Source: an optimization exercise on an open RTL-to-GDS flow (aim: small area and a short achievable clock period). Production flows keep margins and buffers that such runs may drop.

zinc:
==> module xcore, before the edit <==
module xcore (
      input             clk,
      input             rst,
      output reg [8:0]  pc,
      input [31:0]      instruction,
      output            ram_sel,
      output            ram_we,
      output [8:0]      ram_addr,
      output [31:0]     ram_wdata,
      input [31:0]      ram_rdata,
      output            trap
      );
   reg [31:0] regA, regB;
   reg [2:0]  regC;
   reg [31:0] regf [0:15];
   wire [3:0] op = instruction[31:28];
   wire op_sub  = op == 4'd2;
   wire op_shft = op == 4'd3;
   wire op_and  = op == 4'd4;
   wire op_xor  = op == 4'd5;
   wire op_ldih = op == 4'd7;
   wire alu     = op[3:1] == 3'b000 || op[3:1] == 3'b001 || op[3:1] == 3'b010;   
   wire load    = op == 4'd6 || op == 4'd7 || op == 4'd8 || op == 4'd10;
   wire store   = op == 4'd9 || op == 4'd11;
   wire branch  = op[3:2] == 2'b11;
   wire immop   = op == 4'd0 || op == 4'd3 || op == 4'd6 || op == 4'd7;
   wire busop   = op == 4'd1 || op == 4'd2 || op == 4'd4 || op == 4'd5 || op[3:2] == 2'b10;
   wire viab    = op[3:1] == 3'b101;   
   wire sumop   = !(op_shft || op_and || op_xor || store);   
   function [4:0] dec;    
      input [9:0] a;
      reg hi;
      begin
         hi = a[9] && a[8:5] == 4'd0;
         dec = {a[9] && !hi || hi && a[4] && a[3:1] != 3'd0,
                hi && !a[4], hi && a[4:0] == 5'd16, hi && a[4:0] == 5'd17, hi};
      end
   endfunction
   wire [4:0] di = dec(instruction[9:0]);
   wire [4:0] dh = dec(regA[9:0]);
   wire [4:0] db = dec(regB[9:0]);
   assign ram_sel   = viab ? !regB[9] : busop && !instruction[9];
   assign trap      = viab ? db[4] : busop && di[4];
   assign ram_we    = store;
   assign ram_addr  = viab ? regB[8:0] : instruction[8:0];
   assign ram_wdata = regA;
   wire is_rf = viab ? db[3] : di[3];
   wire is_rb = viab ? db[2] : op_ldih ? dh[2] : di[2];
   wire is_rc = viab ? db[1] : op_ldih ? dh[1] : di[1];
   wire [31:0] imm = op_ldih ? {instruction[15:0], regA[15:0]} : {{4{instruction[27]}}, instruction[27:0]};
   wire [3:0]  ra = viab ? regB[3:0] : instruction[3:0];
   wire [31:0] m0 = ra[3] ? (ra[2] ? regf[12] : regf[8]) : (ra[2] ? regf[4] : regf[0]);
   wire [31:0] m1 = ra[3] ? (ra[2] ? regf[13] : regf[9]) : (ra[2] ? regf[5] : regf[1]);
   wire [31:0] m2 = ra[3] ? (ra[2] ? regf[14] : regf[10]) : (ra[2] ? regf[6] : regf[2]);
   wire [31:0] m3 = ra[3] ? (ra[2] ? regf[15] : regf[11]) : (ra[2] ? regf[7] : regf[3]);
   wire [31:0] rf_rd = ra[1] ? (ra[0] ? m3 : m2) : (ra[0] ? m1 : m0);
   wire s_imm = immop && !is_rb && !is_rc;
   wire s_ram = ram_sel;
   wire s_rf  = busop && is_rf;
   wire [31:0] operand = ({32{is_rb}} & regB) | ({32{is_rc}} & {29'd0, regC}) |
                         ({32{s_imm}} & imm) | ({32{s_ram}} & ram_rdata) |
                         ({32{s_rf}} & rf_rd) | {32{branch}};
   wire [31:0] aa = load ? 32'd0 : (op_sub ? ~regA : regA);
   wire [31:0] p  = aa ^ operand;
   wire [31:0] g  = aa & operand;
   reg  [31:0] gk, pk;
   integer l, j;
   always @* begin
      gk = g;
      pk = p;
      for (l = 1; l < 32; l = l * 2)
        for (j = 2*l-1; j < 32; j = j + 2*l) begin
           gk[j] = gk[j] | (pk[j] & gk[j-l]);
           pk[j] = pk[j] & pk[j-l];
        end
      for (l = 8; l >= 1; l = l / 2)
        for (j = 3*l-1; j < 32; j = j + 2*l) begin
           gk[j] = gk[j] | (pk[j] & gk[j-l]);
           pk[j] = pk[j] & pk[j-l];
        end
   end
   wire [31:0] c = {gk[30:0], 1'b0};    
   wire [31:0] ps = p ^ {32{op_sub}};
   wire shl = is_rb ? regB[31] : !is_rc && instruction[27];    
   reg [31:0] e;
   always @* begin
      if (op_shft)
        e = shl ? {regA[30:0], 1'b0} : {regA[31], regA[31:1]};
      else if (op_and)
        e = g;
      else if (op_xor)
        e = p;
      else
        e = regA;
   end
   wire [31:0] x0 = sumop ? ps : e;
   wire [31:0] x1 = sumop ? ~ps : e;
   wire [31:0] nA;
   genvar k;
   generate for (k = 0; k < 32; k = k + 1) begin : sel
      assign nA[k] = c[k] ? x1[k] : x0[k];
   end endgenerate
   wire fx = op_sub ? ~(aa[31] & operand[31]) : (aa[31] | operand[31]);
   wire [2:0] fa0 = {ps[31], 2'b00};
   wire [2:0] fa1 = {~ps[31], ~fx, fx};
   wire [2:0] farith = c[31] ? fa1 : fa0;
   reg  [2:0] flags;
   always @* begin
      if (op_shft)
        flags = shl ? {regA[30], regA[31] ^ regA[30], regA[31]} : {regA[31], 2'b00};
      else if (op_and)
        flags = {g[31], 2'b00};
      else if (op_xor)
        flags = {p[31], 2'b00};
      else
        flags = farith;
   end
   wire a_zero = regA == 32'd0;
   wire taken = branch && (op[1] ? !a_zero : a_zero);
   always @(posedge clk, posedge rst)
     if (rst) begin
        pc <= 9'd0;
        regA <= 32'd0;
        regB <= 32'd0;
        regC <= 3'd0;
     end else begin
        pc <= taken ? (op[0] ? regB[8:0] : instruction[8:0]) : pc + 9'd1;
        regA <= nA;
        if (alu)
          regC <= flags;
        if (store && is_rb)
          regB <= regA;
     end
   always @(posedge clk)
     if (store && is_rf)
       regf[ra] <= regA;
endmodule
==> flow/config.mk <==
export PLATFORM = sky130hd
export DESIGN_NAME = xcore
export DESIGN_NICKNAME = xcore
export VERILOG_FILES = /design/flow/design.v
export SDC_FILE = /design/flow/constraint.sdc
export NUM_CORES = 4
export LEC_CHECK = 0
export ABC_AREA = 1
export CAP_MARGIN = 20
export CORE_MARGIN = 2
export CORE_UTILIZATION = 55
export SETUP_SLACK_MARGIN = 3.5
export SLEW_MARGIN = 20
export TNS_END_PERCENT = 5
==> flow/constraint.sdc <==
create_clock -name core_clock -period 8.5 [get_ports {clk}]
set_input_delay 1.7000 -clock core_clock [delete_from_list [all_inputs] [get_ports {clk}]]
set_output_delay 1.7000 -clock core_clock [all_outputs]
set_load 0.01 [all_outputs]
standard.sh (not shown) runs the stock make flow with config.mk's settings and CLKGATE_MAP_FILE= SYNTH_SCRIPT=/design/flow/synth_recipe.tcl, a recipe that flattens the netlist after the stock synthesis.
==> flow/flow/run.sh <==
#!/bin/bash
# The standard ORFS layout (standard.sh), with extra ORFS settings:
# plain buffers on the ports and no dummy loads in the clock tree.
# make's output goes to flow_make.log; each ORFS step keeps its own log
# under orfs/logs/.
set -euo pipefail
bash standard.sh \
  "BUFFER_PORTS_ARGS=-buffer_cell sky130_fd_sc_hd__buf_2" \
  "CTS_ARGS=-sink_clustering_enable -repair_clock_nets -dont_use_dummy_load -buf_list sky130_fd_sc_hd__clkbuf_8" \
  finish > flow_make.log 2>&1
#### Input delta (cedar over zinc)
-- flow/design.v --
<<< zinc, line 70
      gk = g;
      pk = p;
      for (l = 1; l < 32; l = l * 2)
        for (j = 2*l-1; j < 32; j = j + 2*l) begin
           gk[j] = gk[j] | (pk[j] & gk[j-l]);
           pk[j] = pk[j] & pk[j-l];
        end
      for (l = 8; l >= 1; l = l / 2)
        for (j = 3*l-1; j < 32; j = j + 2*l) begin
           gk[j] = gk[j] | (pk[j] & gk[j-l]);
           pk[j] = pk[j] & pk[j-l];
        end
   end
   wire [31:0] c = {gk[30:0], 1'b0};    
>>> cedar, line 70
      gk = g;
      pk = p;
      for (j = 1; j < 32; j = j + 2) begin
         gk[j] = gk[j] | (pk[j] & gk[j-1]);
         pk[j] = pk[j] & pk[j-1];
      end
      for (l = 2; l < 32; l = l * 2)
        for (j = 31; j >= l + 1; j = j - 2) begin
           gk[j] = gk[j] | (pk[j] & gk[j-l]);
           pk[j] = pk[j] & pk[j-l];
        end
      for (j = 2; j < 32; j = j + 2)
        gk[j] = gk[j] | (pk[j] & gk[j-1]);
   end
   wire [31:0] c = {gk[30:0], 1'b0};    
==> notes.md <==
cedar against zinc: average wire per cell in the routed design went down by about 5.5%, ratio of routed vias to standard cells went down by 2.0%, detailed-route via count went up by 2744, row count went up by 2.5%. The commonest non-fill, non-tap cell in the layout comes out edfxtp_1 in one run and nand2_1 in the other, namely in zinc and cedar respectively. Per the comparison of cedar with zinc, cell area increased about 7.5%; sum of met3 wire segment lengths after detailed routing increased about 17%; mux contribution to synthesized area essentially unchanged; maximum number of pins on one net before global-route repair increased 4.6%; final critical-path share of the clock period increased 3.0 points.
No functional check of the RTL was part of any run of this note.

[port drivers added, routing unchanged]
No port has a modelled driver above. Below, the same layouts with a new extraction and two added sets of constraints.
Step 1, drivers: a clkbuf_16 drives clk and a buf_2 each remaining input, both assumed.
Step 2 adds t to the input delays and takes it off the output delays; t is the mean of the earliest and latest rising clock arrival at the registers after step 1. Input paths then give back, and output paths get back, about the clock's delay inside the block.
Slacks: ideal / step 1 / step 2; pairs: ideal / step 1.
run	t (ns)	setup slack, ns	clock arrival spread, ns	slew at the worst register clock pin (ns)
zinc	0.722	3.481 / 3.497 / 2.777	0.059 / 0.059	0.06 / 0.06
cedar	0.746	3.224 / 3.254 / 2.508	0.071 / 0.071	0.06 / 0.06
After both steps every run listed still meets setup and hold. The setup slack of cedar, which loses most, moves by +0.030 ns with the drivers and by -0.716 ns with both steps.
